Source: an optimization exercise on an open RTL-to-GDS flow (aim: small area). Production flows keep margins and buffers that such runs may drop.
In this exercise RTL edits were held to simulation tests only and were not proved equivalent to the original.
No activity file was given, so power comes from the tool's default toggle rates.

**constraint.sdc**
```tcl
create_clock -name core_clock -period 12.5 [get_ports {clk}]
set_input_delay 2.5000 -clock core_clock [delete_from_list [all_inputs] [get_ports {clk}]]
set_output_delay 2.5000 -clock core_clock [all_outputs]
set_load 0.01 [all_outputs]
```
**standard.sh**
```bash
#!/bin/bash
# synth_recipe.tcl (not shown) runs the flow's synth.tcl, then flattens the netlist and writes it again
# the make line also repeats each setting of config.mk as NAME=value (left out here)
make -C /OpenROAD-flow-scripts/flow DESIGN_CONFIG=/design/flow/config.mk WORK_HOME=/design/flow/orfs CLKGATE_MAP_FILE= SYNTH_SCRIPT=/design/flow/synth_recipe.tcl "${@:-finish}"
```
**design.v**
```verilog
`timescale 1ns / 1ps
module rf_a22o(input a1, input a2, input b1, input b2, output x);
assign x = (a1 & a2) | (b1 & b2);
endmodule
module rf_a221o(input a1, input a2, input b1, input b2, input c1, output x);
assign x = (a1 & a2) | (b1 & b2) | c1;
endmodule
module rf_mux2(input s, input a, input b, output x);
assign x = s ? b : a;
endmodule
module rf_a21oi(input a1, input a2, input b1, output y);
assign y = ~((a1 & a2) | b1);
endmodule
module rf_a22oi(input a1, input a2, input b1, input b2, output y);
assign y = ~((a1 & a2) | (b1 & b2));
endmodule
module rf_a222oi(input a1, input a2, input b1, input b2, input c1, input c2, output y);
assign y = ~((a1 & a2) | (b1 & b2) | (c1 & c2));
endmodule
module rf_rdbit36(input [35:0] d, input [35:0] s, output q);
wire [11:0] y;
genvar k;
generate
	for (k = 0; k < 12; k = k + 1) begin : g
		rf_a222oi u(.a1(d[3*k]), .a2(s[3*k]), .b1(d[3*k+1]), .b2(s[3*k+1]), .c1(d[3*k+2]), .c2(s[3*k+2]), .y(y[k]));
	end
endgenerate
assign q = ~&y;
endmodule
module rf_rdbit35(input [34:0] d, input [34:0] s, output q);
wire [11:0] y;
genvar k;
generate
	for (k = 0; k < 11; k = k + 1) begin : g
		rf_a222oi u(.a1(d[3*k]), .a2(s[3*k]), .b1(d[3*k+1]), .b2(s[3*k+1]), .c1(d[3*k+2]), .c2(s[3*k+2]), .y(y[k]));
	end
endgenerate
assign y[11] = ~((d[33] & s[33]) | (d[34] & s[34]));
assign q = ~&y;
endmodule
module regfile(clk, reset, waddr, wdata, ra, rb, fa, fb, imm_sel, f1, f2, f3, qa, qb);
input clk, reset;
input [4:0] waddr, ra, rb;
input [7:0] wdata;
input [3:0] fa, fb;         
input imm_sel;              
input [7:0] f1, f2, f3;     
output [7:0] qa, qb;
reg [255:0] bank;
wire [255:0] bank_d;
wire [31:0] en, enn;
rf_wdec uw(.a(waddr), .reset(reset), .en(en), .enn(enn));
wire [7:0] wd0 = wdata & {8{reset}};     
wire [7:0] wd1 = wdata | {8{~reset}};    
genvar r, b;
generate
	for (r = 0; r < 32; r = r + 1) begin : row
		for (b = 0; b < 8; b = b + 1) begin : bt
			wire wd = ((r >> b) & 1) ? wd1[b] : wd0[b];
			rf_a22o u(.a1(en[r]), .a2(wd), .b1(enn[r]), .b2(bank[r*8+b]), .x(bank_d[r*8+b]));
		end
	end
endgenerate
always @(posedge clk)
	bank <= bank_d;
wire [31:0] sa, sb;
rf_rdec uda(.a(ra), .e(fa[0]), .y(sa));
rf_rdec udb(.a(rb), .e(fb[0]), .y(sb));
generate
	for (b = 0; b < 8; b = b + 1) begin : rd
		wire [31:0] col;
		for (r = 0; r < 32; r = r + 1) begin : c
			assign col[r] = bank[r*8+b];
		end
		rf_rdbit35 ua(.d({f3[b], f2[b], f1[b], col}), .s({fa[3:1], sa}), .q(qa[b]));
		if (b < 5) begin : im
			rf_rdbit36 ub(.d({rb[b], f3[b], f2[b], f1[b], col}), .s({imm_sel, fb[3:1], sb}), .q(qb[b]));
		end else begin : nim
			rf_rdbit35 ub(.d({f3[b], f2[b], f1[b], col}), .s({fb[3:1], sb}), .q(qb[b]));
		end
	end
endgenerate
endmodule
module rf_rdec(input [4:0] a, input e, output [31:0] y);
wire [3:0] p = (4'b1 << a[1:0]) & {4{e}};
wire [7:0] q = 8'b1 << a[4:2];
genvar j;
generate
	for (j = 0; j < 32; j = j + 1) begin : g
		assign y[j] = p[j % 4] & q[j / 4];
	end
endgenerate
endmodule
module rf_nand2(input a, input b, output y);
assign y = ~(a & b);
endmodule
module rf_inv(input a, output y);
assign y = ~a;
endmodule
module rf_wdec(input [4:0] a, input reset, output [31:0] en, output [31:0] enn);
wire [3:0] p = (4'b1 << a[1:0]) | {4{~reset}};
wire [7:0] q = (8'b1 << a[4:2]) | {8{~reset}};
genvar j;
generate
	for (j = 0; j < 32; j = j + 1) begin : g
		rf_nand2 un(.a(p[j % 4]), .b(q[j / 4]), .y(enn[j]));
		rf_inv ui(.a(enn[j]), .y(en[j]));
	end
endgenerate
endmodule
`timescale 1ns / 1ps
module main_module(data_out,ins,A,B,current_address,ans_ex,mux_ans_dm,ans_wb,data_in,clk,interrupt,reset,
	imem_addr,imem_rdata,dmem_en,dmem_we,dmem_addr,dmem_wdata,dmem_rdata);
output [19:0] ins;
output [7:0] A,B,current_address,ans_ex,mux_ans_dm,ans_wb,data_out;
input [7:0] data_in;
input clk,interrupt,reset;
output [7:0] imem_addr;
input [19:0] imem_rdata;
output dmem_en,dmem_we;
output [7:0] dmem_addr,dmem_wdata;
input [7:0] dmem_rdata;
reg        rd;                  
reg  [7:0] hold;                
reg [19:0] ins_hold;            
reg        stall_pm, qt1, qt2;
reg        Q1, Q2, Q3, Q4;      
reg  [4:0] op_dec;
reg  [4:0] RA_reg, RB_reg, RW_reg;
reg        nm;                  
reg  [4:0] reg2, reg3, reg4;    
reg        out_reg1;
reg  [7:0] out_reg2;
reg  [1:0] flag_temp;
reg  [7:0] ans_ex_r, B_Bypass, data_out_r;
reg        mem_en_ex, mem_rw_ex;
reg  [7:0] ans_reg;
reg        msel_dm;
reg  [7:0] ans_wb_r;
wire [4:0] op = ins[19:15];
wire stall_pm_n = ~stall_pm;
generate
	for (q = 0; q < 20; q = q + 1) begin : insm
		rf_a22o u(.a1(stall_pm), .a2(ins_hold[q]), .b1(stall_pm_n), .b2(imem_rdata[q]), .x(ins[q]));
	end
endgenerate
wire op_jcc = (op[4:2] == 3'b111);
wire op_ld  = (op == 5'b10100);
wire op_hlt = (op == 5'b10001);
wire op_ret = (op == 5'b10000);
wire op_jmp = (op == 5'b11000);
wire jump_out = op_jcc & ~qt2;
wire ld_out   = op_ld & ~Q4;
wire stall    = reset & (jump_out | ld_out | op_hlt);
wire c_flag, z_flag;
wire cond = op[1] ? z_flag : c_flag;
wire pc_mux_sel = (op_jcc & (cond ^ op[0])) | op_ret | op_jmp | out_reg1;
wire j_ins = ~op_ret & ~out_reg1;
wire j_f0  = ~op_ret & out_reg1;
wire [7:0] jmp_loc;
genvar q;
generate
	for (q = 0; q < 8; q = q + 1) begin : jl
		if (q >= 4) begin : hi
			rf_a221o u(.a1(op_ret), .a2(out_reg2[q]), .b1(j_ins), .b2(ins[q]), .c1(j_f0), .x(jmp_loc[q]));
		end else begin : lo
			rf_a22o u(.a1(op_ret), .a2(out_reg2[q]), .b1(j_ins), .b2(ins[q]), .x(jmp_loc[q]));
		end
	end
endgenerate
wire inc = rd & ~stall;
wire [8:0] ic;
assign ic[0] = inc;
genvar n;
generate
	for (n = 0; n < 8; n = n + 1) begin : incr
		assign ic[n+1] = ic[n] & hold[n];
	end
endgenerate
wire [7:0] cur_tmp = hold ^ ic[7:0];
wire pc_mux_sel_n = ~pc_mux_sel;
generate
	for (q = 0; q < 8; q = q + 1) begin : curm
		rf_a22o u(.a1(pc_mux_sel), .a2(jmp_loc[q]), .b1(pc_mux_sel_n), .b2(cur_tmp[q]), .x(current_address[q]));
	end
endgenerate
assign imem_addr = reset ? current_address : 8'b0;
wire nor1 = ~(op_jcc | op_jmp | Q4);
always @(posedge clk) begin
	rd <= reset;
	hold <= imem_addr;
	ins_hold <= ins;
	stall_pm <= stall;
	qt1 <= reset & jump_out;
	qt2 <= reset & qt1;
	Q1 <= reset & ins[15] & ~Q1;
	Q2 <= reset & (op[4:1] == 4'b1010) & ~Q2;
	Q3 <= reset & (op[4:3] == 2'b01);
	Q4 <= reset & ld_out;
	op_dec <= reset ? op : 5'b0;
	RA_reg <= ins[9:5];
	RB_reg <= ins[4:0];
	RW_reg <= ins[14:10];
	nm <= reset & nor1;
	out_reg1 <= reset & interrupt;
end
wire [4:0] reg1 = RA_reg & {5{nm}};
wire [4:0] reg5 = RB_reg & {5{nm}};
wire [4:0] r1   = RW_reg & {5{nm}};
wire ca1 = (reg2 == reg1), ca2 = (reg3 == reg1), ca3 = (reg4 == reg1);
wire cb1 = (reg2 == reg5), cb2 = (reg3 == reg5), cb3 = (reg4 == reg5);
wire [3:0] fa, fb;
assign fa[1] = ca1;
assign fa[2] = ~ca1 & ca2;
assign fa[3] = ~ca1 & ~ca2 & ca3;
assign fa[0] = ~ca1 & ~ca2 & ~ca3;
assign fb[1] = ~Q3 & cb1;
assign fb[2] = ~Q3 & ~cb1 & cb2;
assign fb[3] = ~Q3 & ~cb1 & ~cb2 & cb3;
assign fb[0] = ~Q3 & ~cb1 & ~cb2 & ~cb3;
regfile rf(.clk(clk), .reset(reset), .waddr(reg4), .wdata(ans_wb_r),
	.ra(RA_reg), .rb(RB_reg), .fa(fa), .fb(fb), .imm_sel(Q3),
	.f1(ans_ex_r), .f2(mux_ans_dm), .f3(ans_wb_r), .qa(A), .qb(B));
wire [4:0] o = op_dec;
wire [7:0] res;
alu ua(.o(op_dec), .A(A), .B(B), .ans_ex_r(ans_ex_r), .data_in(data_in), .flag_temp(flag_temp), .res(res), .c_flag(c_flag), .z_flag(z_flag));
always @(posedge clk) begin
	flag_temp <= {z_flag, c_flag};
	ans_ex_r <= reset ? res : 8'b0;
	B_Bypass <= B;
	mem_en_ex <= reset & Q2;
	mem_rw_ex <= Q1;
	reg2 <= reset ? r1 : 5'b0;
	reg3 <= reset ? reg2 : 5'b0;
	reg4 <= reset ? reg3 : 5'b0;
	ans_reg <= reset ? ans_ex_r : 8'b0;
	msel_dm <= reset & mem_en_ex & ~mem_rw_ex;
	ans_wb_r <= reset ? mux_ans_dm : 8'b0;
end
wire do_ld  = reset & (o == 5'b10111);
wire do_kp  = reset & ~(o == 5'b10111);
wire or_ld  = reset & interrupt;
wire or_kp  = reset & ~interrupt;
wire msel_n = ~msel_dm;
wire [7:0] data_out_d, out_reg2_d;
generate
	for (q = 0; q < 8; q = q + 1) begin : pm
		rf_a22o ud(.a1(do_ld), .a2(A[q]), .b1(do_kp), .b2(data_out_r[q]), .x(data_out_d[q]));
		rf_a22o uo(.a1(or_ld), .a2(current_address[q]), .b1(or_kp), .b2(out_reg2[q]), .x(out_reg2_d[q]));
		rf_a22o um(.a1(msel_dm), .a2(dmem_rdata[q]), .b1(msel_n), .b2(ans_reg[q]), .x(mux_ans_dm[q]));
	end
endgenerate
always @(posedge clk) begin
	data_out_r <= data_out_d;
	out_reg2 <= out_reg2_d;
end
assign ans_ex = ans_ex_r;
assign ans_wb = ans_wb_r;
assign data_out = data_out_r;
assign dmem_en = mem_en_ex;
assign dmem_we = mem_rw_ex;
assign dmem_addr = ans_ex_r;
assign dmem_wdata = B_Bypass;
endmodule
module alu_mux4(input s1, input s0, input [3:0] d, output x);
assign x = s1 ? (s0 ? d[3] : d[2]) : (s0 ? d[1] : d[0]);
endmodule
module alu(input [4:0] o, input [7:0] A, input [7:0] B, input [7:0] ans_ex_r, input [7:0] data_in, input [1:0] flag_temp, output [7:0] res, output c_flag, output z_flag);
wire o_alu  = ~o[4];                        
wire arith  = o_alu & (o[2:1] == 2'b00);    
wire sub    = o[0];
wire o_mem  = (o[4:1] == 4'b1010);          
wire o_in   = (o == 5'b10110);
wire o_sh   = (o[4:3] == 2'b11) & (o[2] == 1'b0) & (o[1:0] != 2'b00);   
wire o_keep = (o[4:1] == 4'b1000) | (o == 5'b10111) | (o == 5'b11000) | (o[4:2] == 3'b111);
wire hold_f = o_mem | (o == 5'b10111) | (o == 5'b11000) | (o[4:2] == 3'b111);
wire zen    = (o_alu & (o[2:0] != 3'b011)) | o_in | o_sh;
reg [3:0] tt;
always @* begin
	tt = 4'b0000;
	if (o_alu)
		case (o[2:0])
			3'b000: tt = 4'b0110;    
			3'b001: tt = 4'b1001;    
			3'b010: tt = 4'b1010;    
			3'b100: tt = 4'b1000;    
			3'b101: tt = 4'b1110;    
			3'b110: tt = 4'b0110;    
			3'b111: tt = 4'b0101;    
			default: tt = 4'b0000;
		endcase
	else if (o_mem)
		tt = 4'b1100;                
end
wire [7:0] p;
wire [8:0] cy;
wire [7:0] ga = A & {8{arith}};
assign cy[0] = arith & sub;
genvar k;
generate
	for (k = 0; k < 8; k = k + 1) begin : lu
		alu_mux4 m(.s1(A[k]), .s0(B[k]), .d(tt), .x(p[k]));
		assign cy[k+1] = p[k] ? cy[k] : ga[k];
	end
endgenerate
wire [7:0] r_lu = p ^ cy[7:0];
wire b_nz = |B;
wire cy_flag = arith & cy[8] & (b_nz | ~sub);
wire o_ls = o_sh & ~o[1];
wire o_rs = o_sh & o[1];
wire ars = o[1] & o[0];
wire fill = ars & A[7];
wire big = ars ? B[3] : (|B[7:3]);
wire big2 = big | B[2];
wire [8:0] x;
wire [9:0] t1;
wire [11:0] t2;
wire [7:0] u, t3;
assign x[8] = fill;
assign t1[9:8] = {fill, fill};
assign t2[11:8] = {4{fill}};
generate
	for (k = 0; k < 8; k = k + 1) begin : sh
		assign x[k] = o_ls ? A[7-k] : A[k];
		assign t1[k] = B[0] ? x[k+1] : x[k];
		assign t2[k] = B[1] ? t1[k+2] : t1[k];
		if (k >= 4) begin : hi
			assign t3[k] = big2 ? fill : t2[k];
		end else begin : lo
			assign u[k] = B[2] ? t2[k+4] : t2[k];
			assign t3[k] = big ? fill : u[k];
		end
		wire y1, y2;
		rf_a222oi ua(.a1(o_keep), .a2(ans_ex_r[k]), .b1(o_in), .b2(data_in[k]), .c1(o_rs), .c2(t3[k]), .y(y1));
		rf_a21oi ub(.a1(o_ls), .a2(t3[7-k]), .b1(r_lu[k]), .y(y2));
		rf_nand2 uc(.a(y1), .b(y2), .y(res[k]));
	end
endgenerate
assign c_flag = hold_f ? flag_temp[0] : cy_flag;
assign z_flag = hold_f ? flag_temp[1] : (zen & ~(|res));
endmodule
```
**flow/run.sh**
```bash
#!/bin/bash
# Standard layout, except: ports are buffered with the smallest buffer, and
# clock tree synthesis uses larger sink clusters without dummy loads.
set -euo pipefail
bash standard.sh finish \
  "BUFFER_PORTS_ARGS=-buffer_cell sky130_fd_sc_hd__buf_1" \
  "CTS_ARGS=-sink_clustering_enable -repair_clock_nets -dont_use_dummy_load -buf_list sky130_fd_sc_hd__clkbuf_4 -sink_clustering_size 8 -sink_clustering_max_diameter 40" \
  > standard.log 2>&1
```
**config.mk**
```make
export PLATFORM = sky130hd
export DESIGN_NAME = main_module
export DESIGN_NICKNAME = main_module
export VERILOG_FILES = /design/flow/design.v
export SDC_FILE = /design/flow/constraint.sdc
export NUM_CORES = 4
export LEC_CHECK = 0
export CAP_MARGIN = 20
export CORE_MARGIN = 4
export CORE_UTILIZATION = 45
export SLEW_MARGIN = 20
export SYNTH_HIERARCHICAL = 1
```
==> results of run 1 <==
cells by family (layout without fill, tap and decap cells):
| group | after synthesis | after routing | synth area share (%) |
|---|---|---|---|
| AO/OA/AOI/OAI | 620 | 620 | 34.07 |
| AND/OR/NAND/NOR | 391 | 391 | 13.19 |
| flip-flops | 367 | 367 | 45.68 |
| buffers and inverters | 89 | 255 | 2.513 |
| XOR/XNOR | 27 | 27 | 1.470 |
| multiplexers | 23 | 23 | 2.528 |
| adder cells (fa/ha/maj) | 7 | 7 | 0.5446 |
| other | 0 | 2 | 0 |
where the power goes:
part           leakage [nW]  internal (mW)  total (mW)  switching, mW
registers              3.01           1.27        1.38          0.114
logic                  3.46          0.205       0.567          0.362
clock network         0.267          0.211       0.607          0.397
total                  6.73           1.68        2.56          0.873
stage by stage:
step | util (%) | instances | area (um^2) | setup WS (ps) | total power [mW]
6_report | 50.08 | 2147 | 17470 | 469.1 | 2.557
5_1_grt | 50.07 | 2146 | 17470 | 146.0 | 2.667
3_5_place_dp | 48.80 | 2087 | 17020 | 1620 | 1.956
4_1_cts | 50.05 | 2145 | 17460 | 697.7 | 2.560
2_1_floorplan | - | 1524 | 16080 | 2961 | 1.748
3_3_place_gp | 48.78 | 2087 | 17020 | 1773 | 1.952
Yosys stat by module (local to each module, per instance), a selection:
module,area [um^2],flops+latches,cells inside
alu_mux4,22.52,0,1
rf_a21oi,8.758,0,1
rf_a222oi,10.01,0,1
rf_nand2,3.754,0,1
rf_rdbit35,33.78,0,5
rf_rdec,230.2,0,47
layout make-up:
class | count | area [um^2] | area share (%)
inverter | 50 | 190.2 | 1.089
sequential | 367 | 7347 | 42.06
multi-input combinational | 1068 | 8342 | 47.75
tap | 455 | 569.3 | 3.259
clock buffer | 58 | 435.4 | 2.493
timing repair buffer | 147 | 579.3 | 3.316
antenna | 2 | 5.005 | 0.02865
cell usage after synthesis (9+ instances only):
| cell type | n | area share [%] |
|---|---|---|
| dfxtp_1 | 367 | 46 |
| a22o_1 | 326 | 18 |
| a222oi_1 | 190 | 12 |
| nor2_1 | 102 | 2.4 |
| nand2_1 | 75 | 1.8 |
| and2_1 | 60 | 2.3 |
| inv_1 | 48 | 1.1 |
| nand4_1 | 41 | 1.6 |
| o21ai_0 | 25 | 0.78 |
| clkbuf_1 | 17 | 0.40 |
| xnor2_1 | 16 | 0.87 |
| nand2b_1 | 15 | 0.58 |
| mux4_2 | 14 | 2.0 |
| nand3_1 | 14 | 0.44 |
| or4_1 | 11 | 0.51 |
| xor2_1 | 11 | 0.60 |
| buf_4 | 9 | 0.42 |
| o21ai_1 | 9 | 0.28 |
| o22ai_1 | 9 | 0.35 |
routing by layer:
| metal | up-vias | wire length, um | GRT usage [%] |
|---|---|---|---|
| li1 | 6729 | - | - |
| met1 | 7518 | 26040 | 43.95 |
| met2 | 1084 | 25850 | 43.40 |
| met3 | 176 | 7585 | 7.914 |
| met4 | 0 | 2738 | 12.71 |
| met5 | - | 0 | 0 |
final timing paths:
kind / startpoint / to / slack [ps]
setup reg to reg: nm$_DFF_P_ / out_reg2[2]$_DFF_P_ / 3770
hold / removal: Q1$_DFF_P_ / mem_rw_ex$_DFF_P_ / 360
setup / recovery: nm$_DFF_P_ / imem_addr[3] / 470
hold reg to reg: Q1$_DFF_P_ / mem_rw_ex$_DFF_P_ / 360
==> impl_metrics.yaml, run 1 <==
run_status:
  status: "finished clean"
logic_synthesis:
  synth_seq_area_share_pct: 45.68
  synth_area_per_cell_um2: 10.55
  synth_seq_cells: 367
  synth_area_mm2: 0.01608
  synth_cell_type_count: 73
  ys_warn_count: 9
  synth_cells: 1524
  async_flop_share_pct: 0
  synth_ff_type: "dfxtp_1"
  synth-edff-count: 0
run:
  cap_violations: 0
worst_hold_path:
  hp-class: "reg2reg"
  whs_path_depth: 0
floorplanning:
  coreArea_mm2: 0.03488
  die-area_mm2: 0.03883
  num_io_pins: 141
  die_x_um: 197.1
  row_count: 68
  initial_core_util_pct: 46.10
  die_h_um: 197.1
global_routing:
  grt_pass1_vias: 14186
  grt_max_degree: 82
  grt_usage_pct: 30.50
  grt_pass1_wl_um: 91830
  antenna_found_initial: 3
  overflow: 0
cts:
  numCtsBuffers: 58
  tritoncts: "yes"
  cts_setup_buffers: 0
  cts_resized: 0
  clock_path_buffers: 3
  cts.htree.levels: 2
  cts.root.buffer_cell: "clkbuf_4"
  cts_sinks: 367
  clock_latency_ps: 800
  clk_pin_slew_ps: 90
  cts_hold_buf: 0
detailed_routing:
  drc: 0
  firstDrtPassIters: 13
  vias: 15507
  wl_per_cell_um: 28.98
  via_per_inst: 7.223
  wl_um: 62220
  ant_nets: 0
  drt-initial-drc-count: 3355
timing:
  hold_viol: 0
  fin_setup_tns_ps: 0
  finalClockSkew_ps: 52.12
  finalMaxSlewViolations: 0
  relSlewSlack_pct: 10.31
  rsz0062_at_grt: "no"
  timing.hold.ws_ps: 363.7
  post-route-period-util_pct: 96.25
  period_minus_slack_ps: 12030
  fmax_mhz: 83.12
  setup_violations: 0
  worstMarginPinSlew_ps: 1336
cells_and_area:
  largestRegisters: "rf.bank: 256 flops, ins_hold: 20 flops"
  largest_reg_flops: 256
  top_register: "rf.bank"
  synthToLayoutAreaGrowth_pct: 8.612
  layout.nets: 1738
  n_fill_cell: 3231
  drive_above_1_share_pct: 6.391
  final_cell_mix: "dfxtp_1 (367), a22o_1 (326), a222oi_1 (190), buf_1 (139), nor2_1 (102)"
  mostFrequentLayoutCell: "dfxtp_1"
worst_setup_path:
  path_depth: 29
  startpoint_type: "flop"
  arrival_ps: 9530
  slowest_stage: "nor3b_1"
  path_class: "reg2out"
  end_kind: "primary output"
  rr_worst_depth: 28
  worst-path-buf-inv: 3
  timing.critical_path.mode_cell: "xnor2_1"
  max_stage_delay_ps: 980
  cp_top_family: "simple AND/OR/NAND/NOR gates"
  worstPathRequired_ps: 10000
  crit_fanout: 30
placed_design:
  io_buffers: 140
  hpwlAfterDp_um: 44210
  gpl.final_weighted_congestion: 1.032
power_and_ir_drop:
  power_leakage_nw: 6.733
  peakVddDrop_uv: 80.60
  power_density_mw_per_mm2: 146.4
==> run 2, diff against run 1 <==
==> flow/run.sh (replaced) <==
#!/bin/bash
# Standard layout, except: ports are buffered with the smallest buffer, and
# clock tree synthesis uses larger sink clusters without dummy loads.
set -euo pipefail
bash standard.sh finish \
  "BUFFER_PORTS_ARGS=-buffer_cell sky130_fd_sc_hd__buf_1" \
  "CTS_ARGS=-sink_clustering_enable -repair_clock_nets -dont_use_dummy_load -buf_list sky130_fd_sc_hd__clkbuf_8 -sink_clustering_size 12 -sink_clustering_max_diameter 50" \
  > standard.log 2>&1
==> run 2 against run 1 <==
Against the previous run: sequential power hardly changed; clock-buffer cell count fell by 16; largest power group unchanged; die area unchanged; sequential share of layout area decreased by 0.33 points.
==> impl_metrics.yaml, run 2 <==
power_and_ir_drop:
  power_density_mw_per_mm2: 150.8
  power_leakage_nw: 6.768
  peakVddDrop_uv: 86.93
logic_synthesis:
  synth_compound_area_share_pct: 34.07
  synth_seq_area_share_pct: 45.68
  synth_area_per_cell_um2: 10.55
  yosys.area_share.simple_pct: 13.19
  synth_seq_cells: 367
  synthTopCellsByCount: "dfxtp_1 (367), a22o_1 (326), a222oi_1 (190)"
  async_flop_share_pct: 0
  synth_adder_area_share_pct: 0.5446
  synth_largest_area_cell: "dfxtp_1"
  synth-edff-count: 0
  synth_ff_type: "dfxtp_1"
  synth_cell_type_count: 73
  synth_top_area_share_pct: 45.68
  synth_top_family_by_area: "compound AO/OA/AOI/OAI gates"
  yosysMostFrequentCell: "dfxtp_1"
  synth_area_mm2: 0.01608
  synth_xor_area_share_pct: 1.470
  synth_area_leaders: "dfxtp_1 (46%), a22o_1 (18%), a222oi_1 (12%)"
  synth_cells: 1524
  synthMuxAreaShare_pct: 2.528
  ys_warn_count: 9
worst_setup_path:
  max_stage_delay_ps: 960
  arrival_ps: 9330
  crit_fanout: 30
  end_kind: "primary output"
  path_class: "reg2out"
  slowest_stage: "nor3b_1"
  startpoint_type: "flop"
  timing.critical_path.mode_cell: "xnor2_1"
  worstPathRequired_ps: 10000
timing:
  fin_setup_tns_ps: 0
  relSlewSlack_pct: 12.53
  rsz0062_at_grt: "no"
  finalClockSkew_ps: 55.25
  hold_viol: 0
  finalMaxSlewViolations: 0
  worstMarginPinSlew_ps: 1303
  timing.hold.ws_ps: 362.2
  period_minus_slack_ps: 11830
  fmax_mhz: 84.55
  setup_violations: 0
  post-route-period-util_pct: 94.62
global_routing:
  grt_pass1_wl_um: 91870
  antenna_found_initial: 3
  grt_pass1_vias: 13966
  overflow: 0
  grt_usage_pct: 30.56
  grt_max_degree: 82
detailed_routing:
  wl_per_cell_um: 29.16
  firstDrtPassIters: 15
  ant_nets: 0
  vias: 15309
  drc: 0
  via_per_inst: 7.187
  drt-initial-drc-count: 3501
  wl_um: 62110
placed_design:
  hpwlAfterDp_um: 44210
  post_dp_cell_area_mm2: 0.01702
  io_buffers: 140
  gpl.final_weighted_congestion: 1.032
cells_and_area:
  n_fill_cell: 3200
  synthToLayoutAreaGrowth_pct: 9.483
  mostFrequentLayoutCell: "dfxtp_1"
  largest_reg_flops: 256
  final_cell_mix: "dfxtp_1 (367), a22o_1 (326), a222oi_1 (190), buf_1 (139), nor2_1 (102)"
  multi_input_area_mm2: 0.008342
  drive_above_1_share_pct: 5.496
  layout.nets: 1722
  regArea_mm2: 0.007347
  top_register: "rf.bank"
  largestRegisters: "rf.bank: 256 flops, ins_hold: 20 flops"
  postLayoutCellArea_mm2: 0.01761
worst_hold_path:
  hp-class: "reg2reg"
run_status:
  status: "finished clean"
cts:
  cts.root.buffer_cell: "clkbuf_8"
  numCtsBuffers: 42
  cts_sinks: 367
  cts.htree.levels: 2
  clk_pin_slew_ps: 80
  tritoncts: "yes"
  clock_latency_ps: 620
  cts_resized: 0
  clock_path_buffers: 3
  cts_setup_buffers: 0
  cts_hold_buf: 0
floorplanning:
  die_x_um: 197.1
  die-area_mm2: 0.03883
  die_h_um: 197.1
  num_io_pins: 141
  row_count: 68
  coreArea_mm2: 0.03488
  initial_core_util_pct: 46.10
run:
  cap_violations: 0
[run 2: cell counts after synthesis]
Identical to the previous run, type by type.
[run 2: cell type report]
type / instances / area share, %
Sequential cell: 367 / 41.73
Antenna cell: 1 / 0.01421
Inverter: 50 / 1.080
Timing Repair Buffer: 147 / 3.290
Tap cell: 455 / 3.233
Clock buffer: 42 / 3.283
Multi-Input combinational cell: 1068 / 47.37
[run 2: cells by family after synthesis]
| group | after synthesis |
|---|---|
| AO/OA/AOI/OAI | 620 |
| AND/OR/NAND/NOR | 391 |
| flip-flops | 367 |
| buffers and inverters | 89 |
| XOR/XNOR | 27 |
| multiplexers | 23 |
| adder cells (fa/ha/maj) | 7 |
[run 2: metrics by stage]
step | util (%) | worst slack [ps] | total power [mW] | std cells
floorplan | - | 2961 | 1.748 | 1524
global placement | 48.78 | 1773 | 1.952 | 2087
detailed placement | 48.80 | 1620 | 1.956 | 2087
CTS | 50.46 | 934.1 | 2.655 | 2129
global route | 50.47 | 335.7 | 2.763 | 2129
finish | 50.48 | 672.6 | 2.655 | 2130
[run 2: worst paths after layout]
path / startpoint / end / cells past startpoint / slack (ps)
hold / removal: Q1$_DFF_P_ / mem_rw_ex$_DFF_P_ / 0 / 360
hold reg to reg: Q1$_DFF_P_ / mem_rw_ex$_DFF_P_ / 0 / 360
setup / recovery: nm$_DFF_P_ / imem_addr[3] / 29 / 670
setup reg to reg: nm$_DFF_P_ / out_reg2[3]$_DFF_P_ / 28 / 3780
[run 2: where the power goes]
part / total, mW / internal (mW) / switching (mW)
combinational: 0.566 / 0.205 / 0.361
sequential: 1.38 / 1.27 / 0.115
clock: 0.704 / 0.299 / 0.406
total: 2.65 / 1.77 / 0.882
[run 2: worst max-delay path, delay by kind of cell, from the launching register on]
family / cells / cell delay (ps)
compound gates: 9 / 2170
xor+xnor: 3 / 570
buf+inv: 3 / 640
flops: 1 / 930
mux: 3 / 750
simple gates: 11 / 3640
[run 2: routing by layer]
metal  global-route usage, %  vias up  share of wire, %
met2                   43.77     1075                42
met3                   7.436      162                12
met5                       0        -                 0
met1                   44.57     7389                42
met4                   11.58        0               4.0
li1                        -     6683                 -
[run 2: per-module statistics from Yosys, one instance, submodules excluded, excerpt]
module	flip-flops and latches	cells inside	area (um^2)
alu_mux4	0	1	22.52
main_module	111	333	3655
rf_a222oi	0	1	10.01
rf_nand2	0	1	3.754
rf_rdbit35	0	5	33.78
rf_rdbit36	0	4	25.02
rf_a22o	0	1	8.758
rf_rdec	0	47	230.2
==> run 3, diff against run 2 <==
--- a/design.v
+++ b/design.v
@@ -82,11 +82,24 @@
 endgenerate
 endmodule
+module rf_nor2(input a, input b, output y);
+assign y = ~(a | b);
+endmodule
+module rf_nand3(input a, input b, input c, output y);
+assign y = ~(a & b & c);
+endmodule
 module rf_rdec(input [4:0] a, input e, output [31:0] y);
-wire [3:0] p = (4'b1 << a[1:0]) & {4{e}};
-wire [7:0] q = 8'b1 << a[4:2];
+wire [4:0] an = ~a;
+wire [3:0] pn;    
+wire [7:0] qn;    
 genvar j;
 generate
+	for (j = 0; j < 4; j = j + 1) begin : p
+		rf_nand3 u(.a(e), .b(j & 1 ? a[0] : an[0]), .c(j & 2 ? a[1] : an[1]), .y(pn[j]));
+	end
+	for (j = 0; j < 8; j = j + 1) begin : q
+		rf_nand3 u(.a(j & 1 ? a[2] : an[2]), .b(j & 2 ? a[3] : an[3]), .c(j & 4 ? a[4] : an[4]), .y(qn[j]));
+	end
 	for (j = 0; j < 32; j = j + 1) begin : g
-		assign y[j] = p[j % 4] & q[j / 4];
+		rf_nor2 u(.a(pn[j % 4]), .b(qn[j / 4]), .y(y[j]));
 	end
 endgenerate
==> flow/run.sh (replaced) <==
#!/bin/bash
# Standard layout, except: ports are buffered with the smallest buffer, and
# clock tree synthesis uses larger sink clusters without dummy loads.
set -euo pipefail
bash standard.sh finish \
  "BUFFER_PORTS_ARGS=-buffer_cell sky130_fd_sc_hd__buf_1" \
  "CTS_ARGS=-sink_clustering_enable -repair_clock_nets -dont_use_dummy_load -buf_list sky130_fd_sc_hd__clkbuf_4 -sink_clustering_size 8 -sink_clustering_max_diameter 40" \
  > standard.log 2>&1
==> run 3 against run 2 <==
Against the previous run: combinational power is 1% higher; largest cell class unchanged; sequential cell count unchanged; still clean on timing, DRC and antenna; non-clock buffer count up 9; clock skew increased by 34 ps; power fell by 3.3%; critical path depth shrank 4; sequential power is essentially flat; clock power fell by 14%; global-route usage rose by 0.70 points; setup slack better by 73 ps.
==> impl_metrics.yaml, run 3 <==
floorplanning:
  row_count: 68
  die_x_um: 196.9
  num_io_pins: 141
  initial_core_util_pct: 46.02
  die_h_um: 196.9
  coreArea_mm2: 0.03488
  die-area_mm2: 0.03876
power_and_ir_drop:
  peakVddDrop_uv: 79.38
  power_leakage_nw: 6.799
  power_density_mw_per_mm2: 146.5
  fin_total_pwr_mw: 2.567
global_routing:
  grt_usage_pct: 31.26
  antenna_found_initial: 3
  grt_pass1_wl_um: 94460
  grt_max_degree: 85
  grt_pass1_vias: 14709
  overflow: 0
cts:
  clock_path_buffers: 3
  numCtsBuffers: 57
  cts.htree.levels: 2
  cts.root.buffer_cell: "clkbuf_4"
  cts_sinks: 367
  cts_setup_buffers: 0
  tritoncts: "yes"
  cts_hold_buf: 0
  clock_latency_ps: 830
  cts_resized: 0
  clk_pin_slew_ps: 90
logic_synthesis:
  synth_area_mm2: 0.01605
  synth_cell_type_count: 67
  synth_seq_area_share_pct: 45.76
  synth_largest_area_cell: "dfxtp_1"
  ys_warn_count: 9
  synth-edff-count: 0
  synthTopCellsByCount: "dfxtp_1 (367), a22o_1 (324), a222oi_1 (189)"
  synth_area_per_cell_um2: 10.51
  yosysMostFrequentCell: "dfxtp_1"
  synth_area_leaders: "dfxtp_1 (46%), a22o_1 (18%), a222oi_1 (12%)"
  synth_ff_type: "dfxtp_1"
  synth_cells: 1527
  async_flop_share_pct: 0
  synth_top_area_share_pct: 45.76
  synth_seq_cells: 367
cells_and_area:
  layout.nets: 1755
  regArea_mm2: 0.007347
  final_cell_mix: "dfxtp_1 (367), a22o_1 (324), a222oi_1 (189), buf_1 (139), nor2_1 (101)"
  synthToLayoutAreaGrowth_pct: 9.134
  top_register: "rf.bank"
  multi_input_area_mm2: 0.008314
  postLayoutCellArea_mm2: 0.01752
  drive_above_1_share_pct: 7.206
  n_fill_cell: 3304
  largestRegisters: "rf.bank: 256 flops, ins_hold: 20 flops"
  mostFrequentLayoutCell: "dfxtp_1"
  largest_reg_flops: 256
  utilization_pct: 50.23
worst_setup_path:
  arrival_ps: 9250
  startpoint_type: "flop"
  path_class: "reg2out"
  worstPathRequired_ps: 10000
  crit_fanout: 32
  ff2ff_setup_slack_ps: 4030
  end_kind: "primary output"
placed_design:
  io_buffers: 140
  post_dp_cell_area_mm2: 0.01709
  gpl.final_weighted_congestion: 1.005
  hpwlAfterDp_um: 45580
detailed_routing:
  via_per_inst: 7.172
  wl_met1_um: 25720
  wl_per_cell_um: 29.21
  dr.max_layer_used: "met5"
  drc: 0
  met2_length_um: 27090
  vias: 15513
  dr_wl_met3_um: 7073
  ant_nets: 0
  firstDrtPassIters: 14
  wl_um: 63180
  drt-initial-drc-count: 3007
run:
  cap_violations: 0
timing:
  setup_violations: 0
  period_minus_slack_ps: 11750
  fmax_mhz: 85.07
  rsz0062_at_grt: "no"
  timing.hold.ws_ps: 353.4
  fin_setup_tns_ps: 0
  post-route-period-util_pct: 94.04
  finalClockSkew_ps: 88.83
  worstMarginPinSlew_ps: 1214
  hold_viol: 0
  finalMaxSlewViolations: 0
  relSlewSlack_pct: 19.05
run_status:
  status: "finished clean"
worst_hold_path:
  hp-class: "reg2reg"
run 3: cell count changes in the layout (fill, tap and decap cells not counted), sizes merged, moves of 7 or more:
cell / previous run / this run
nand3: 14 / 38
and4bb: 2 / 9
buf: 146 / 155
clkbuf: 43 / 58
run 3: metrics by stage:
stage,setup WS [ps],instances
3_5_place_dp,1680,2105
6_report,745.5,2163
5_1_grt,34.68,2163
3_3_place_gp,1673,2105
4_1_cts,988.4,2162
2_1_floorplan,2961,1527
run 3: where the power goes:
group	internal, mW	switching, mW
sequential	1.27	0.119
clock	0.207	0.400
combinational	0.208	0.364
run 3: per-module statistics from Yosys, one instance, submodules excluded, excerpt:
| module | area, um^2 | flops+latches | times used |
|---|---|---|---|
| rf_rdbit35 | 33.78 | 0 | 11 |
| rf_a222oi | 10.01 | 0 | 189 |
| rf_a221o | 10.01 | 0 | 4 |
| rf_inv | 3.754 | 0 | 32 |
| rf_a21oi | 8.758 | 0 | 8 |
| rf_a22o | 8.758 | 0 | 312 |
| rf_rdbit36 | 25.02 | 0 | 5 |
| rf_nand2 | 3.754 | 0 | 40 |
| alu_mux4 | 22.52 | 0 | 8 |
| main_module | 3689 | 111 | 1 |
| regfile | 5218 | 256 | 1 |
run 3: critical path, cell delays in order, from the launching register on:
cell      delay (ps)
dfxtp_1          950
nand2_1          140
xnor2_1          160
or3_1            390
nor3b_1          190
nand3_1          540
nor2_1           330
a222oi_1         770
nand4_1          320
or4_1            820
mux4_2           600
a22oi_1          260
o211ai_1         260
a222oi_1         370
nand2_1          140
nor4_1           290
nand3_1          110
a21oi_1          150
a21o_1           110
mux2i_1           90
xnor2_1          140
a311o_1          510
inv_1            280
a22o_1           230
and2_1           160
buf_1            170
run 3: kinds of logic (layout without fill, tap and decap cells):
logic type | Yosys count | in the layout | share of synthesized area [%]
AO/OA/AOI/OAI | 617 | 617 | 34.10
AND/OR/NAND/NOR | 394 | 394 | 12.96
flip-flops | 367 | 367 | 45.76
buffers and inverters | 89 | 269 | 2.463
XOR/XNOR | 30 | 30 | 1.637
multiplexers | 23 | 23 | 2.533
adder cells (fa/ha/maj) | 7 | 7 | 0.5455
other | 0 | 1 | 0
run 3: layout make-up:
class | instances | area share [%]
Sequential cell | 367 | 41.93
Antenna cell | 1 | 0.01428
Tap cell | 455 | 3.249
Timing Repair Buffer | 156 | 3.692
Multi-Input combinational cell | 1071 | 47.45
Clock buffer | 57 | 2.442
Inverter | 56 | 1.214
run 3: path summary, 6_finish.rpt:
path / from / to / cells after the start
worst min-delay path: Q1$_DFF_P_ / mem_rw_ex$_DFF_P_ / 0
worst min register to register: Q1$_DFF_P_ / mem_rw_ex$_DFF_P_ / 0
worst max register to register: nm$_DFF_P_ / out_reg2[6]$_DFF_P_ / 24
worst max-delay path: nm$_DFF_P_ / imem_addr[1] / 25
run 3: metal layers:
metal,track usage [%],vias up
li1,-,6769
met1,42.15,7506
met2,47.50,1044
met3,8.410,190
met4,13.30,4
met5,0,-
==> run 4, diff against run 3 <==
==> flow/run.sh (replaced) <==
#!/bin/bash
# Standard layout, except: ports are buffered with the smallest buffer, and
# clock tree synthesis uses larger sink clusters without dummy loads.
set -euo pipefail
bash standard.sh finish \
  "BUFFER_PORTS_ARGS=-buffer_cell sky130_fd_sc_hd__buf_1" \
  "CTS_ARGS=-sink_clustering_enable -repair_clock_nets -dont_use_dummy_load -buf_list sky130_fd_sc_hd__clkbuf_4 -sink_clustering_size 10 -sink_clustering_max_diameter 45" \
  > standard.log 2>&1
==> run 4 against run 3 <==
Against the previous run: final cell count fell by 0.32%; maximum frequency rose by 0.69%; clock-buffer cell count fell by 8; still clean on timing, DRC and antenna; power fell by 1.3%; area after synthesis did not move.
==> impl_metrics.yaml, run 4 <==
run_status:
  status: "finished clean"
logic_synthesis:
  synth_cell_type_count: 67
  synth_seq_area_share_pct: 45.76
  synth_area_per_cell_um2: 10.51
  synth_area_mm2: 0.01605
  synth_ff_type: "dfxtp_1"
  synth_largest_area_cell: "dfxtp_1"
  synth_cells: 1527
  synth_area_leaders: "dfxtp_1 (46%), a22o_1 (18%), a222oi_1 (12%)"
  yosysMostFrequentCell: "dfxtp_1"
  async_flop_share_pct: 0
  synthTopCellsByCount: "dfxtp_1 (367), a22o_1 (324), a222oi_1 (189)"
  ys_warn_count: 9
  synth-edff-count: 0
  synth_top_area_share_pct: 45.76
  synth_seq_cells: 367
cts:
  cts_resized: 0
  cts.root.buffer_cell: "clkbuf_4"
  cts_hold_buf: 0
  clock_path_buffers: 3
  cts.htree.levels: 2
  numCtsBuffers: 49
  tritoncts: "yes"
  cts_setup_buffers: 0
  cts_sinks: 367
  clock_latency_ps: 860
  clk_pin_slew_ps: 90
power_and_ir_drop:
  p_int_mw: 1.656
  p_sw_share_pct: 34.64
  peakVddDrop_uv: 89.00
  fin_total_pwr_mw: 2.533
  p_sw_mw: 0.8777
  power_density_mw_per_mm2: 145.1
  power_frac_comb_pct: 22.6
  pwr-share-seq_pct: 54.8
  power_leakage_nw: 6.762
  clock_power_share_pct: 22.6
floorplanning:
  die_x_um: 196.9
  die_h_um: 196.9
  die-area_mm2: 0.03876
  num_io_pins: 141
  coreArea_mm2: 0.03488
  initial_core_util_pct: 46.02
  row_count: 68
timing:
  finalMaxSlewViolations: 0
  relSlewSlack_pct: 18.24
  finalClockSkew_ps: 105.4
  rsz0062_at_grt: "no"
  fin_setup_tns_ps: 0
  post-route-period-util_pct: 93.39
  setup_violations: 0
  hold_viol: 0
  worstMarginPinSlew_ps: 1226
  period_minus_slack_ps: 11670
  fmax_mhz: 85.66
worst_setup_path:
  slowest_stage: "dfxtp_1"
  max_stage_delay_ps: 930
  cp_top_family: "simple AND/OR/NAND/NOR gates"
  crit_fanout: 32
  path_class: "reg2out"
  worst-path-buf-inv: 3
  ff2ff_setup_slack_ps: 4140
  worstPathRequired_ps: 10000
  end_kind: "primary output"
  path_depth: 29
  rr_worst_depth: 28
  startpoint_type: "flop"
  arrival_ps: 9170
placed_design:
  gpl.final_weighted_congestion: 1.005
  hpwlAfterDp_um: 45580
  io_buffers: 140
cells_and_area:
  mostFrequentLayoutCell: "dfxtp_1"
  final_cell_mix: "dfxtp_1 (367), a22o_1 (324), a222oi_1 (189), buf_1 (139), nor2_1 (101)"
  multi_input_area_mm2: 0.008314
  largest_reg_flops: 256
  synthToLayoutAreaGrowth_pct: 8.776
  drive_above_1_share_pct: 6.769
  n_fill_cell: 3306
  top_register: "rf.bank"
  regArea_mm2: 0.007347
  layout.nets: 1747
  largestRegisters: "rf.bank: 256 flops, ins_hold: 20 flops"
  utilization_pct: 50.06
detailed_routing:
  wl_met1_um: 25860
  dr.max_layer_used: "met5"
  drt-initial-drc-count: 3158
  ant_nets: 0
  via_per_inst: 7.182
  met2_length_um: 26980
  dr_wl_met3_um: 6952
  firstDrtPassIters: 14
  wl_per_cell_um: 29.31
  drc: 0
  vias: 15485
  wl_um: 63200
global_routing:
  grt_pass1_vias: 14651
  grt_usage_pct: 31.30
  grt_pass1_wl_um: 94500
  grt_max_degree: 85
  antenna_found_initial: 4
  overflow: 0
run:
  cap_violations: 0
worst_hold_path:
  hp-class: "reg2reg"
  whs_path_depth: 0
run 4: cell counts after synthesis:
No cell type changed its count.
run 4: worst reg2reg max path: cells and delay by family (launching register included):
kind	cells	cell delay, ps
and+or+nand+nor	9	2860
muxes	3	690
xor gates and xnor gates	2	280
buffers and inverters	2	450
AOI/OAI and AO/OA	12	3080
DFF	1	930
run 4: final timing paths:
| path | start | end |
|---|---|---|
| worst max-delay path | nm$_DFF_P_ | imem_addr[1] |
| worst min-delay path | Q1$_DFF_P_ | mem_rw_ex$_DFF_P_ |
| worst max register to register | nm$_DFF_P_ | out_reg2[7]$_DFF_P_ |
| worst min register to register | Q1$_DFF_P_ | mem_rw_ex$_DFF_P_ |
run 4: cell families (layout without fill, tap and decap cells):
kind of cell / Yosys count / after routing / share of synthesized area [%]
muxes: 23 / 23 / 2.533
adders and majority gates: 7 / 7 / 0.5455
and+or+nand+nor: 394 / 394 / 12.96
buffers and inverters: 89 / 261 / 2.463
xor gates and xnor gates: 30 / 30 / 1.637
AOI/OAI and AO/OA: 617 / 617 / 34.10
other: 0 / 2 / 0
DFF: 367 / 367 / 45.76
run 4: area by class of cell:
class | instances | area share [%]
sequential | 367 | 42.07
clock buffer | 49 | 2.106
timing repair buffer | 156 | 3.704
multi-input combinational | 1071 | 47.61
tap | 455 | 3.260
antenna | 2 | 0.02866
inverter | 56 | 1.218
run 4: metrics by stage:
stage,instance area (um^2),cells,setup slack [ps],hold WS (ps)
finish,17460,2156,825.9,353.4
global route,17460,2155,63.87,367.5
global placement,17090,2105,1673,337.4
CTS,17460,2154,1026,357.9
floorplan,16050,1527,2961,331.4
detailed placement,17090,2105,1680,343.5
run 4: routing by layer:
layer | up-vias | global-route usage (%)
met5 | - | 0
met4 | 8 | 13.25
met3 | 201 | 8.103
met2 | 1050 | 47.31
met1 | 7487 | 42.64
li1 | 6739 | -
run 4: power by group through the flow:
| stage | combinational [mW] | clock [mW] | sequential [mW] |
|---|---|---|---|
| floorplan | 0.384 | 0 | 1.36 |
| global placement | 0.556 | 0 | 1.41 |
| detailed placement | 0.559 | 0 | 1.41 |
| CTS | 0.560 | 0.591 | 1.38 |
| global route | 0.611 | 0.636 | 1.40 |
| finish | 0.573 | 0.573 | 1.39 |
run 4: Yosys stat by module (local to each module, per instance), a selection:
module,flops+latches,cells inside,area (um^2)
rf_nand3,0,1,5.005
alu_mux4,0,1,22.52
rf_a221o,0,1,10.01
regfile,256,270,5218
rf_a22o,0,1,8.758
rf_rdbit36,0,4,25.02
rf_rdec,0,5,18.77
rf_nand2,0,1,3.754
rf_rdbit35,0,5,33.78
rf_wdec,0,19,102.6
rf_inv,0,1,3.754
rf_a21oi,0,1,8.758
main_module,111,332,3689
rf_nor2,0,1,3.754
alu,0,140,965.9
==> run 5, diff against run 4 <==
--- a/design.v
+++ b/design.v
@@ -82,24 +82,11 @@
 endgenerate
 endmodule
-module rf_nor2(input a, input b, output y);
-assign y = ~(a | b);
-endmodule
-module rf_nand3(input a, input b, input c, output y);
-assign y = ~(a & b & c);
-endmodule
 module rf_rdec(input [4:0] a, input e, output [31:0] y);
-wire [4:0] an = ~a;
-wire [3:0] pn;    
-wire [7:0] qn;    
+wire [3:0] p = (4'b1 << a[1:0]) & {4{e}};
+wire [7:0] q = 8'b1 << a[4:2];
 genvar j;
 generate
-	for (j = 0; j < 4; j = j + 1) begin : p
-		rf_nand3 u(.a(e), .b(j & 1 ? a[0] : an[0]), .c(j & 2 ? a[1] : an[1]), .y(pn[j]));
-	end
-	for (j = 0; j < 8; j = j + 1) begin : q
-		rf_nand3 u(.a(j & 1 ? a[2] : an[2]), .b(j & 2 ? a[3] : an[3]), .c(j & 4 ? a[4] : an[4]), .y(qn[j]));
-	end
 	for (j = 0; j < 32; j = j + 1) begin : g
-		rf_nor2 u(.a(pn[j % 4]), .b(qn[j / 4]), .y(y[j]));
+		assign y[j] = p[j % 4] & q[j / 4];
 	end
 endgenerate
@@ -182,21 +169,6 @@
 	end
 endgenerate
-wire inc = rd & ~stall;
-wire [8:0] ic;
-assign ic[0] = inc;
-genvar n;
-generate
-	for (n = 0; n < 8; n = n + 1) begin : incr
-		assign ic[n+1] = ic[n] & hold[n];
-	end
-endgenerate
-wire [7:0] cur_tmp = hold ^ ic[7:0];
-wire pc_mux_sel_n = ~pc_mux_sel;
-generate
-	for (q = 0; q < 8; q = q + 1) begin : curm
-		rf_a22o u(.a1(pc_mux_sel), .a2(jmp_loc[q]), .b1(pc_mux_sel_n), .b2(cur_tmp[q]), .x(current_address[q]));
-	end
-endgenerate
-assign imem_addr = reset ? current_address : 8'b0;
+pc_next upc(.hold(hold), .inc(rd & ~stall), .pc_mux_sel(pc_mux_sel), .jmp_loc(jmp_loc), .reset(reset),
+	.current_address(current_address), .imem_addr(imem_addr));
 wire nor1 = ~(op_jcc | op_jmp | Q4);
 always @(posedge clk) begin
@@ -221,15 +193,7 @@
 wire [4:0] reg5 = RB_reg & {5{nm}};
 wire [4:0] r1   = RW_reg & {5{nm}};
-wire ca1 = (reg2 == reg1), ca2 = (reg3 == reg1), ca3 = (reg4 == reg1);
-wire cb1 = (reg2 == reg5), cb2 = (reg3 == reg5), cb3 = (reg4 == reg5);
 wire [3:0] fa, fb;
-assign fa[1] = ca1;
-assign fa[2] = ~ca1 & ca2;
-assign fa[3] = ~ca1 & ~ca2 & ca3;
-assign fa[0] = ~ca1 & ~ca2 & ~ca3;
-assign fb[1] = ~Q3 & cb1;
-assign fb[2] = ~Q3 & ~cb1 & cb2;
-assign fb[3] = ~Q3 & ~cb1 & ~cb2 & cb3;
-assign fb[0] = ~Q3 & ~cb1 & ~cb2 & ~cb3;
+fwd_sel ufa(.src(reg1), .d1(reg2), .d2(reg3), .d3(reg4), .imm(1'b0), .f(fa));
+fwd_sel ufb(.src(reg5), .d1(reg2), .d2(reg3), .d3(reg4), .imm(Q3), .f(fb));
 regfile rf(.clk(clk), .reset(reset), .waddr(reg4), .wdata(ans_wb_r),
 	.ra(RA_reg), .rb(RB_reg), .fa(fa), .fb(fb), .imm_sel(Q3),
@@ -353,2 +317,28 @@
 assign z_flag = hold_f ? flag_temp[1] : (zen & ~(|res));
 endmodule
+module fwd_sel(input [4:0] src, input [4:0] d1, input [4:0] d2, input [4:0] d3, input imm, output [3:0] f);
+wire c1 = (d1 == src), c2 = (d2 == src), c3 = (d3 == src);
+assign f[1] = ~imm & c1;
+assign f[2] = ~imm & ~c1 & c2;
+assign f[3] = ~imm & ~c1 & ~c2 & c3;
+assign f[0] = ~imm & ~c1 & ~c2 & ~c3;
+endmodule
+module pc_next(input [7:0] hold, input inc, input pc_mux_sel, input [7:0] jmp_loc, input reset,
+	output [7:0] current_address, output [7:0] imem_addr);
+wire [8:0] ic;
+assign ic[0] = inc;
+genvar n;
+generate
+	for (n = 0; n < 8; n = n + 1) begin : incr
+		assign ic[n+1] = ic[n] & hold[n];
+	end
+endgenerate
+wire [7:0] cur_tmp = hold ^ ic[7:0];
+wire pc_mux_sel_n = ~pc_mux_sel;
+generate
+	for (n = 0; n < 8; n = n + 1) begin : curm
+		rf_a22o u(.a1(pc_mux_sel), .a2(jmp_loc[n]), .b1(pc_mux_sel_n), .b2(cur_tmp[n]), .x(current_address[n]));
+	end
+endgenerate
+assign imem_addr = reset ? current_address : 8'b0;
+endmodule
==> flow/run.sh (replaced) <==
#!/bin/bash
# Standard layout, except: ports are buffered with the smallest buffer, and
# clock tree synthesis uses larger sink clusters without dummy loads.
set -euo pipefail
bash standard.sh finish \
  "BUFFER_PORTS_ARGS=-buffer_cell sky130_fd_sc_hd__buf_1" \
  "CTS_ARGS=-sink_clustering_enable -repair_clock_nets -dont_use_dummy_load -buf_list sky130_fd_sc_hd__clkbuf_4 -sink_clustering_size 8 -sink_clustering_max_diameter 40" \
  > standard.log 2>&1
==> run 5 against run 4 <==
Against the previous run: core utilization hardly changed; synthesized cell count decreased by 3.3%; sequential cell count unchanged; register-to-register slack improved by 240 ps; combinational power shrank 12%; maximum frequency up 2.6%; non-clock buffer count shrank 9; first-iteration DRC count is 18% lower; via count is 2.3% lower.
==> impl_metrics.yaml, run 5 <==
power_and_ir_drop:
  power_density_mw_per_mm2: 142.9
  pwr-share-seq_pct: 54.8
  power_leakage_nw: 6.731
  power_frac_comb_pct: 20.3
  p_sw_mw: 0.8282
  clock_power_share_pct: 24.9
  p_int_mw: 1.650
  p_sw_share_pct: 33.43
  peakVddDrop_uv: 80.21
cells_and_area:
  layout.nets: 1702
  final_cells: 2114
  largest_reg_flops: 256
  mostFrequentLayoutCell: "dfxtp_1"
  postLayoutCellArea_mm2: 0.01734
  multi_input_area_mm2: 0.008209
  synthToLayoutAreaGrowth_pct: 9.300
  n_fill_cell: 3201
  drive_above_1_share_pct: 6.771
  final_cell_mix: "dfxtp_1 (367), a22o_1 (324), a222oi_1 (189), buf_1 (139), nor2_1 (90)"
  largestRegisters: "rf.bank: 256 flops, ins_hold: 19 flops"
  utilization_pct: 50.07
  regArea_mm2: 0.007347
  top_register: "rf.bank"
global_routing:
  grt_max_degree: 52
  grt_pass1_vias: 14208
  grt_usage_pct: 30.49
  overflow: 0
  grt_pass1_wl_um: 90910
  antenna_found_initial: 6
worst_hold_path:
  hp-class: "reg2reg"
timing:
  relSlewSlack_pct: 17.02
  hold_viol: 0
  worstMarginPinSlew_ps: 1245
  fmax_mhz: 87.88
  rsz0062_at_grt: "no"
  setup_violations: 0
  timing.hold.ws_ps: 369.6
  post-route-period-util_pct: 91.03
  finalMaxSlewViolations: 0
  fin_setup_tns_ps: 0
  finalClockSkew_ps: 64.95
  period_minus_slack_ps: 11380
worst_setup_path:
  startpoint_type: "flop"
  end_kind: "primary output"
  max_stage_delay_ps: 650
  slowest_stage: "or4b_1"
  path_class: "reg2out"
  crit_fanout: 15
  arrival_ps: 8880
  worstPathRequired_ps: 10000
logic_synthesis:
  synth-edff-count: 0
  synth_seq_cells: 367
  synthTopCellsByCount: "dfxtp_1 (367), a22o_1 (324), a222oi_1 (189)"
  synth_largest_area_cell: "dfxtp_1"
  synth_top_area_share_pct: 46.32
  synth_ff_type: "dfxtp_1"
  async_flop_share_pct: 0
  synth_area_per_cell_um2: 10.75
  ys_warn_count: 9
  synth_cell_type_count: 69
  synth_area_leaders: "dfxtp_1 (46%), a22o_1 (18%), a222oi_1 (12%)"
  synth_seq_area_share_pct: 46.32
  synth_cells: 1476
  yosysMostFrequentCell: "dfxtp_1"
  synth_area_mm2: 0.01586
placed_design:
  io_buffers: 140
  post_dp_cell_area_mm2: 0.01687
  dp.cells: 2050
  gpl.final_weighted_congestion: 1.050
  hpwlAfterDp_um: 43790
cts:
  clock_latency_ps: 830
  cts_resized: 0
  cts_setup_buffers: 0
  cts_hold_buf: 0
  cts.htree.levels: 2
  cts.root.buffer_cell: "clkbuf_4"
  clk_pin_slew_ps: 80
  tritoncts: "yes"
  cts_sinks: 367
  clock_path_buffers: 3
  numCtsBuffers: 58
floorplanning:
  coreArea_mm2: 0.03463
  initial_core_util_pct: 45.81
  die_x_um: 195.7
  die_h_um: 195.7
  row_count: 68
  num_io_pins: 141
  die-area_mm2: 0.03832
detailed_routing:
  wl_per_cell_um: 29.06
  drc: 0
  firstDrtPassIters: 17
  via_per_inst: 7.156
  ant_nets: 0
  wl_um: 61430
  drt-initial-drc-count: 2589
  vias: 15127
run:
  cap_violations: 0
run_status:
  status: "finished clean"
run 5: cell count changes in the layout (fill, tap and decap cells not counted), sizes merged, moves of 6 or more:
cell,delta
nand3,-20
a22oi,-11
nor2,-11
buf,-10
clkbuf,+10
xor2,+10
inv,-9
and4bb,-8
o21ai,-8
a31o,-7
and2,+7
nand2,-6
nand4b,+6
nand4bb,+6
run 5: critical path, delay by kind of cell (launching register included):
family | cells | cell delay, ps
and+or+nand+nor | 11 | 3480
DFF | 1 | 560
xor gates and xnor gates | 3 | 450
muxes | 3 | 910
buffers and inverters | 3 | 470
AOI/OAI and AO/OA | 10 | 2220
run 5: worst paths after layout:
check                   from                   to  slack [ps]  cells past startpoint
setup / recovery  nm$_DFF_P_         imem_addr[7]        1120                     30
hold reg to reg   Q1$_DFF_P_    mem_rw_ex$_DFF_P_         370                      0
hold / removal    Q1$_DFF_P_    mem_rw_ex$_DFF_P_         370                      0
setup reg to reg  nm$_DFF_P_  out_reg2[7]$_DFF_P_        4380                     29
run 5: through the flow:
stage               setup slack [ps]  total power, mW
finish                          1121            2.478
global route                   559.7            2.574
CTS                             1189            2.480
detailed placement              1915            1.869
global placement                1970            1.864
floorplan                       2683            1.682
run 5: layout make-up:
class,count,area share (%)
flip-flops and latches,367,42.38
clock buffers,58,2.512
repair buffers,147,3.370
inverters,47,1.032
multi-input cells,1035,47.35
diodes,5,0.07217
well taps,455,3.284
run 5: power groups by stage:
stage                     logic, mW  registers, mW  clock network (mW)
final                         0.502           1.36               0.617
after global routing          0.532           1.37               0.673
after CTS                     0.491           1.35               0.636
after detailed placement      0.489           1.38                   0
after global placement        0.485           1.38                   0
after floorplan               0.334           1.35                   0
run 5: kinds of logic (layout without fill, tap and decap cells):
family / count (synthesis) / after routing / synth area share (%)
buf+inv: 75 / 252 / 2.051
mux: 22 / 22 / 2.493
other cells: 1 / 7 / 0.02364
fa+ha+maj: 7 / 7 / 0.5522
simple gates: 376 / 376 / 13.13
compound gates: 586 / 586 / 33.12
flops: 367 / 367 / 46.32
xor+xnor: 42 / 42 / 2.319
run 5: per-layer routing:
layer  GRT usage (%)  wire length [um]  up-vias
li1                -                 -     6572
met1           41.58             24710     7237
met2           44.87             26250     1109
met3           8.209              7228      203
met4           14.74              3189        6
met5               0                49        -
run 5: Yosys stat by module, one instance, submodules excluded, excerpt:
module      cells inside  copies in the design  flops+latches
regfile              270                     1            256
rf_a222oi              1                   189              0
rf_rdbit35             5                    11              0
rf_a21oi               1                     8              0
rf_a22o                1                   312              0
rf_a221o               1                     4              0
alu_mux4               1                     8              0
rf_rdec               47                     2              0
==> run 6, diff against run 5 <==
--- a/design.v
+++ b/design.v
@@ -9,6 +9,6 @@
 assign x = s ? b : a;
 endmodule
-module rf_a21oi(input a1, input a2, input b1, output y);
-assign y = ~((a1 & a2) | b1);
+module rf_nand3b(input a_n, input b, input c, output y);
+assign y = ~(~a_n & b & c);
 endmodule
 module rf_a22oi(input a1, input a2, input b1, input b2, output y);
@@ -194,5 +194,5 @@
 wire [4:0] r1   = RW_reg & {5{nm}};
 wire [3:0] fa, fb;
-fwd_sel ufa(.src(reg1), .d1(reg2), .d2(reg3), .d3(reg4), .imm(1'b0), .f(fa));
+fwd_sel_a ufa(.src(reg1), .d1(reg2), .d2(reg3), .d3(reg4), .f(fa));
 fwd_sel ufb(.src(reg5), .d1(reg2), .d2(reg3), .d3(reg4), .imm(Q3), .f(fb));
 regfile rf(.clk(clk), .reset(reset), .waddr(reg4), .wdata(ans_wb_r),
@@ -310,6 +310,6 @@
 		wire y1, y2;
 		rf_a222oi ua(.a1(o_keep), .a2(ans_ex_r[k]), .b1(o_in), .b2(data_in[k]), .c1(o_rs), .c2(t3[k]), .y(y1));
-		rf_a21oi ub(.a1(o_ls), .a2(t3[7-k]), .b1(r_lu[k]), .y(y2));
-		rf_nand2 uc(.a(y1), .b(y2), .y(res[k]));
+		rf_nand2 ub(.a(o_ls), .b(t3[7-k]), .y(y2));
+		rf_nand3b uc(.a_n(r_lu[k]), .b(y1), .c(y2), .y(res[k]));
 	end
 endgenerate
@@ -343,2 +343,9 @@
 assign imem_addr = reset ? current_address : 8'b0;
 endmodule
+module fwd_sel_a(input [4:0] src, input [4:0] d1, input [4:0] d2, input [4:0] d3, output [3:0] f);
+wire c1 = (d1 == src), c2 = (d2 == src), c3 = (d3 == src);
+assign f[1] = c1;
+assign f[2] = ~c1 & c2;
+assign f[3] = ~c1 & ~c2 & c3;
+assign f[0] = ~c1 & ~c2 & ~c3;
+endmodule
==> run 6 against run 5 <==
Against the previous run: maximum frequency fell by 1.8%; largest power group unchanged; clock skew rose by 33 ps; power rose by 5.1%; critical path depth fell by 1; wire length rose by 0.16%; die area fell by 0.15%; via count rose by 1.3%; register-to-register slack got worse by 190 ps; combinational power rose by 19%; largest cell class unchanged; first-iteration DRC count rose by 12%; design area fell by 0.26%.
==> impl_metrics.yaml, run 6 <==
run_status:
  status: "finished clean"
cts:
  clk_pin_slew_ps: 80
  cts_setup_buffers: 0
  clock_path_buffers: 3
  cts.root.buffer_cell: "clkbuf_4"
  cts_sinks: 367
  cts_hold_buf: 0
  cts.htree.levels: 2
  clock_latency_ps: 870
  cts_resized: 0
  tritoncts: "yes"
  numCtsBuffers: 58
global_routing:
  grt_pass1_vias: 14473
  grt_usage_pct: 30.66
  overflow: 0
  antenna_found_initial: 6
  grt_pass1_wl_um: 92030
  grt_max_degree: 73
run:
  cap_violations: 0
logic_synthesis:
  synth_xor_area_share_pct: 2.323
  synthTopCellsByCount: "dfxtp_1 (367), a22o_1 (324), a222oi_1 (189)"
  synth_area_per_cell_um2: 10.74
  synth_area_mm2: 0.01584
  synthMuxAreaShare_pct: 2.497
  yosys.area_share.simple_pct: 13.47
  synth_ff_type: "dfxtp_1"
  synth_seq_area_share_pct: 46.39
  synth_area_leaders: "dfxtp_1 (46%), a22o_1 (18%), a222oi_1 (12%)"
  synth_top_family_by_area: "compound AO/OA/AOI/OAI gates"
  yosysMostFrequentCell: "dfxtp_1"
  ys_warn_count: 9
  synth_compound_area_share_pct: 32.66
  synth_adder_area_share_pct: 0.5531
  synth_seq_cells: 367
  synth_cell_type_count: 68
  synth-edff-count: 0
  synth_top_area_share_pct: 46.39
  async_flop_share_pct: 0
  synth_cells: 1474
  synth_largest_area_cell: "dfxtp_1"
power_and_ir_drop:
  power_density_mw_per_mm2: 150.5
  fin_total_pwr_mw: 2.603
  peakVddDrop_uv: 90.25
  power_leakage_nw: 6.695
timing:
  period_minus_slack_ps: 11590
  fin_setup_tns_ps: 0
  setup_violations: 0
  relSlewSlack_pct: 15.88
  worstMarginPinSlew_ps: 1262
  finalMaxSlewViolations: 0
  fmax_mhz: 86.32
  post-route-period-util_pct: 92.68
  rsz0062_at_grt: "no"
  finalClockSkew_ps: 98.32
  hold_viol: 0
worst_setup_path:
  cp-startpoint: "ins_hold[4]$_DFF_P_"
  reg2reg_to: "out_reg2[4]$_DFF_P_"
  startpoint_type: "flop"
  rr_worst_depth: 28
  end_kind: "primary output"
  path_class: "reg2out"
  cp-endpoint: "imem_addr[7]"
  max_stage_delay_ps: 720
  slowest_stage: "dfxtp_1"
  r2r_start: "ins_hold[4]$_DFF_P_"
  arrival_ps: 9090
  ff2ff_setup_slack_ps: 4190
  worstPathRequired_ps: 10000
  crit_fanout: 14
detailed_routing:
  wl_um: 61530
  drc: 0
  drt-initial-drc-count: 2908
  wl_per_cell_um: 29.17
  firstDrtPassIters: 17
  via_per_inst: 7.263
  vias: 15317
  ant_nets: 0
placed_design:
  io_buffers: 140
  hpwlAfterDp_um: 43510
  gpl.final_weighted_congestion: 0.9890
  dp.cells: 2047
cells_and_area:
  largestRegisters: "rf.bank: 256 flops, ins_hold: 19 flops"
  synthToLayoutAreaGrowth_pct: 9.189
  final_cell_mix: "dfxtp_1 (367), a22o_1 (324), a222oi_1 (189), buf_1 (139), nor2_1 (88)"
  layout.nets: 1698
  largest_reg_flops: 256
  final_cells: 2109
  top_register: "rf.bank"
  mostFrequentLayoutCell: "dfxtp_1"
  drive_above_1_share_pct: 6.303
floorplanning:
  die-area_mm2: 0.03826
  die_x_um: 195.6
  num_io_pins: 141
  initial_core_util_pct: 45.73
  coreArea_mm2: 0.03463
  die_h_um: 195.6
  row_count: 68
worst_hold_path:
  whs_path_depth: 0
  hp-class: "reg2reg"
-- run 6: cell count changes in the layout (fill, tap and decap cells not counted), moves of 2 or more --
cell / change
nor2_1: -2
buf_4: +2
a21oi_2: -8
nand3b_1: +8
conb_1: -2
-- run 6: modules after synthesis, one instance, submodules excluded, excerpt --
module	flops+latches	copies in the design	cells	cell area (um^2)
fwd_sel_a	0	1	25	197.7
rf_nand2	0	40	1	3.754
rf_inv	0	32	1	3.754
rf_rdbit36	0	5	4	25.02
rf_a222oi	0	189	1	10.01
regfile	256	1	270	5218
pc_next	0	1	17	150.1
rf_rdec	0	2	47	230.2
-- run 6: metal layers --
metal / routed length, um / part of all wire [%] / global-route usage, % / up-vias
li1: - / - / - / 6565
met5: 43 / 0.070 / 0 / -
met2: 25990 / 42 / 45.29 / 1145
met3: 7449 / 12 / 8.040 / 242
met1: 24690 / 40 / 42.05 / 7359
met4: 3355 / 5.5 / 14.04 / 6
-- run 6: logic make-up after synthesis --
family / count (synthesis)
XOR/XNOR: 42
AND/OR/NAND/NOR: 383
flip-flops: 367
AO/OA/AOI/OAI: 577
multiplexers: 22
adder cells (fa/ha/maj): 7
buffers and inverters: 76
-- run 6: power by group --
part / switching [mW] / internal (mW)
registers: 0.114 / 1.27
logic: 0.379 / 0.216
clock network: 0.410 / 0.211
-- run 6: critical path: cells and delay by family, from the launching register on --
family                 cells  cell delay, ps
AND/OR/NAND/NOR           11            3820
AO/OA/AOI/OAI              9            1810
multiplexers               3            1010
flip-flops                 1             720
XOR/XNOR                   3             460
buffers and inverters      3             450
-- run 6: final cells by class --
| cell class | count | area, um^2 |
|---|---|---|
| fillers | 3178 | 17340 |
| multi-input cells | 1031 | 8172 |
| diodes | 4 | 10.01 |
| well taps | 455 | 569.3 |
| inverters | 47 | 178.9 |
| clock buffers | 58 | 435.4 |
| repair buffers | 147 | 579.3 |
| flip-flops and latches | 367 | 7347 |
-- run 6: stage by stage --
step                      hold slack (ps)  setup slack, ps  utilization (%)  instance area [um^2]
after floorplan                     331.4             2694                -                 15840
after detailed placement            347.1             1762            48.64                 16840
after global placement              337.4             1750            48.61                 16830
after CTS                           360.7             1063            49.90                 17280
final                               360.1            914.6            49.94                 17290
after global routing                371.7            358.3            49.93                 17290
-- run 6: worst min path at each step --
stage                from           endpoint  slack, ps
6_report       Q1$_DFF_P_  mem_rw_ex$_DFF_P_        360
5_1_grt        Q1$_DFF_P_  mem_rw_ex$_DFF_P_        370
4_1_cts        Q1$_DFF_P_  mem_rw_ex$_DFF_P_        360
3_5_place_dp   Q1$_DFF_P_  mem_rw_ex$_DFF_P_        350
3_3_place_gp   Q1$_DFF_P_  mem_rw_ex$_DFF_P_        340
2_1_floorplan  Q1$_DFF_P_  mem_rw_ex$_DFF_P_        330

Setup slack of run 6, layout unchanged: 0.915 ns with ideal ports, 0.864 ns with driving cells assumed (clock clkbuf_16, inputs buf_2), 1.657 ns with port delays also shifted by the 0.869 ns mid clock arrival.
